From an optimization exercise on the open Yosys and OpenROAD flow, aimed at small area; shortcuts taken in it are not production practice. Only simulation tests tie the RTL to the original design; equivalence was not proved.

==> inputs of run a <==
// complex_multiplier
module complex_multiplier #(parameter INPUT_DATA_WIDTH = 16)
    (
        input  wire                                    i_clk,
        input  wire                                    i_rst,
        input  wire signed [INPUT_DATA_WIDTH-1:0]      i_real_h,
        input  wire signed [INPUT_DATA_WIDTH-1:0]      i_imag_h,
        input  wire signed [INPUT_DATA_WIDTH-1:0]      i_real_y,
        input  wire signed [INPUT_DATA_WIDTH-1:0]      i_imag_y,
        output wire signed [INPUT_DATA_WIDTH*2:0]      o_real,
        output reg  signed [INPUT_DATA_WIDTH*2:0]      o_imag
    );
    wire [15:0] cg = i_real_y;
    wire [15:0] dg = i_imag_y;
    wire s_1, c_2;
    cm_ha us_1 (.a(i_real_h[0]), .b(i_imag_h[0]), .s(s_1), .co(c_2));
    wire s_3, c_4;
    cm_fa us_3 (.a(i_real_h[1]), .b(i_imag_h[1]), .ci(c_2), .s(s_3), .co(c_4));
    wire s_5, c_6;
    cm_fa us_5 (.a(i_real_h[2]), .b(i_imag_h[2]), .ci(c_4), .s(s_5), .co(c_6));
    wire s_7, c_8;
    cm_fa us_7 (.a(i_real_h[3]), .b(i_imag_h[3]), .ci(c_6), .s(s_7), .co(c_8));
    wire s_9, c_10;
    cm_fa us_9 (.a(i_real_h[4]), .b(i_imag_h[4]), .ci(c_8), .s(s_9), .co(c_10));
    wire s_11, c_12;
    cm_fa us_11 (.a(i_real_h[5]), .b(i_imag_h[5]), .ci(c_10), .s(s_11), .co(c_12));
    wire s_13, c_14;
    cm_fa us_13 (.a(i_real_h[6]), .b(i_imag_h[6]), .ci(c_12), .s(s_13), .co(c_14));
    wire s_15, c_16;
    cm_fa us_15 (.a(i_real_h[7]), .b(i_imag_h[7]), .ci(c_14), .s(s_15), .co(c_16));
    wire s_17, c_18;
    cm_fa us_17 (.a(i_real_h[8]), .b(i_imag_h[8]), .ci(c_16), .s(s_17), .co(c_18));
    wire s_19, c_20;
    cm_fa us_19 (.a(i_real_h[9]), .b(i_imag_h[9]), .ci(c_18), .s(s_19), .co(c_20));
    wire s_21, c_22;
    cm_fa us_21 (.a(i_real_h[10]), .b(i_imag_h[10]), .ci(c_20), .s(s_21), .co(c_22));
    wire s_23, c_24;
    cm_fa us_23 (.a(i_real_h[11]), .b(i_imag_h[11]), .ci(c_22), .s(s_23), .co(c_24));
    wire s_25, c_26;
    cm_fa us_25 (.a(i_real_h[12]), .b(i_imag_h[12]), .ci(c_24), .s(s_25), .co(c_26));
    wire s_27, c_28;
    cm_fa us_27 (.a(i_real_h[13]), .b(i_imag_h[13]), .ci(c_26), .s(s_27), .co(c_28));
    wire s_29, c_30;
    cm_fa us_29 (.a(i_real_h[14]), .b(i_imag_h[14]), .ci(c_28), .s(s_29), .co(c_30));
    wire s_31, c_32;
    cm_fa us_31 (.a(i_real_h[15]), .b(i_imag_h[15]), .ci(c_30), .s(s_31), .co(c_32));
    wire q_33 = i_real_h[15] ^ i_imag_h[15] ^ c_32;
  ...
clock: 10.0 ns
lec_check: 0
abc_area: 1
cap_margin: 20
core_margin: 2
core_utilization: 40
cts_buf_list: sky130_fd_sc_hd__clkbuf_8
slew_margin: 20
synth_hierarchical: 1
synth_minimum_keep_size: 0
buffer_ports_args: -buffer_cell sky130_fd_sc_hd__buf_1
cts_args: -sink_clustering_enable -repair_clock_nets -buf_list sky130_fd_sc_hd__clkbuf_8 -dont_use_dummy_load
standard.sh (not shown) runs the stock make flow with config.mk's settings and CLKGATE_MAP_FILE= SYNTH_SCRIPT=/design/flow/synth_recipe.tcl, a recipe that flattens the netlist after the stock synthesis.
==> flow/flow/run.sh <==
#!/bin/bash
# Layout flow: the standard flow (standard.sh), except that
#  - the port buffers use the smallest buffer cell, sky130_fd_sc_hd__buf_1;
#  - clock tree synthesis uses clkbuf_8 buffers and inserts no dummy loads.
set -euo pipefail
echo 'export BUFFER_PORTS_ARGS = -buffer_cell sky130_fd_sc_hd__buf_1' >> config.mk
echo 'export CTS_ARGS = -sink_clustering_enable -repair_clock_nets -buf_list sky130_fd_sc_hd__clkbuf_8 -dont_use_dummy_load' >> config.mk
bash standard.sh > standard.log 2>&1
==> run b: changes against run a <==
==> flow/flow/run.sh (replaced) <==
#!/bin/bash
# Layout flow: the standard flow (standard.sh), except that
#  - the port buffers use the smallest buffer cell, sky130_fd_sc_hd__buf_1;
#  - clock tree synthesis uses clkbuf_8 buffers and inserts no dummy loads;
#  - timing-driven global placement does not keep the buffers and resizing
#    of its internal timing repair (repair_timing after CTS and global
#    routing still fixes any real violation).
set -euo pipefail
echo 'export BUFFER_PORTS_ARGS = -buffer_cell sky130_fd_sc_hd__buf_1' >> config.mk
echo 'export CTS_ARGS = -sink_clustering_enable -repair_clock_nets -buf_list sky130_fd_sc_hd__clkbuf_8 -dont_use_dummy_load' >> config.mk
echo 'export GPL_KEEP_OVERFLOW = 0' >> config.mk
bash standard.sh > standard.log 2>&1
Settings changed: CORE_UTILIZATION 40 to 60, GPL_KEEP_OVERFLOW set to 0.
==> qor summary <==
Outcome: run a no timing/DRC/antenna violations; run b no timing/DRC/antenna violations
Worst stage delay on the critical path: run a 520 ps; run b 620 ps
Count of instances resized after the clock tree is built: run a 0; run b 5
Met3 capacity usage during global routing: run a 0.0514; run b 0.0613
Endpoint required time on the critical path: run a 10440 ps; run b 10450 ps
Area of the multi-input gates: run a 18100 sq um; run b 18100 sq um
Largest net degree at the start of global routing: run a 49; run b 38
Num rows: run a 87; run b 71
Die footprint: run a 59200 sq um; run b 39800 sq um
Number of filler instances in the final layout: run a 5498; run b 3225
Tightest Pin Transition: run a 946 ps; run b 1060 ps
Achievable frequency: run a 107 MHz; run b 104 MHz
Arrival time of data at the critical path endpoint: run a 9820 ps; run b 10090 ps
Share of the core filled with cells: run a 0.430; run b 0.628
Fraction of area in multi-input gates: run a 0.745; run b 0.767
Horiz. Die Dim: run a 243 um; run b 199 um
Met2 GRT Util: run a 0.375; run b 0.523
Antenna violations before repair: run a 1; run b 0

-- afterwards: timing with drivers on the ports --
In the flow no input, the clock included, has a driving cell. The finished layouts below were timed again as built, in two steps. Step 1 (the two cells are an assumption about what drives the block):
set clk [get_ports {i_clk}]
set_driving_cell -lib_cell sky130_fd_sc_hd__clkbuf_16 $clk
set_driving_cell -lib_cell sky130_fd_sc_hd__buf_2 [delete_from_list [all_inputs] $clk]
Step 2 times the ports against the registers' clock, not the clock port: input delays grow and output delays shrink by t, the midpoint of the rising clock arrivals with the driver on. Three values: ideal, step 1, step 2; two values: the first two.
run | t (ns) | slack for setup (ns) | worst setup path after step 2 | clock arrival spread, ns | slew at the worst register clock pin (ns)
run a | 0.619 | 0.622 / 0.622 / 0.622 | register to register | 0.054 / 0.054 | 0.11 / 0.11
run b | 0.615 | 0.357 / 0.357 / 0.357 | register to register | 0.033 / 0.034 | 0.10 / 0.10
After both steps setup and hold are still met in every run listed.
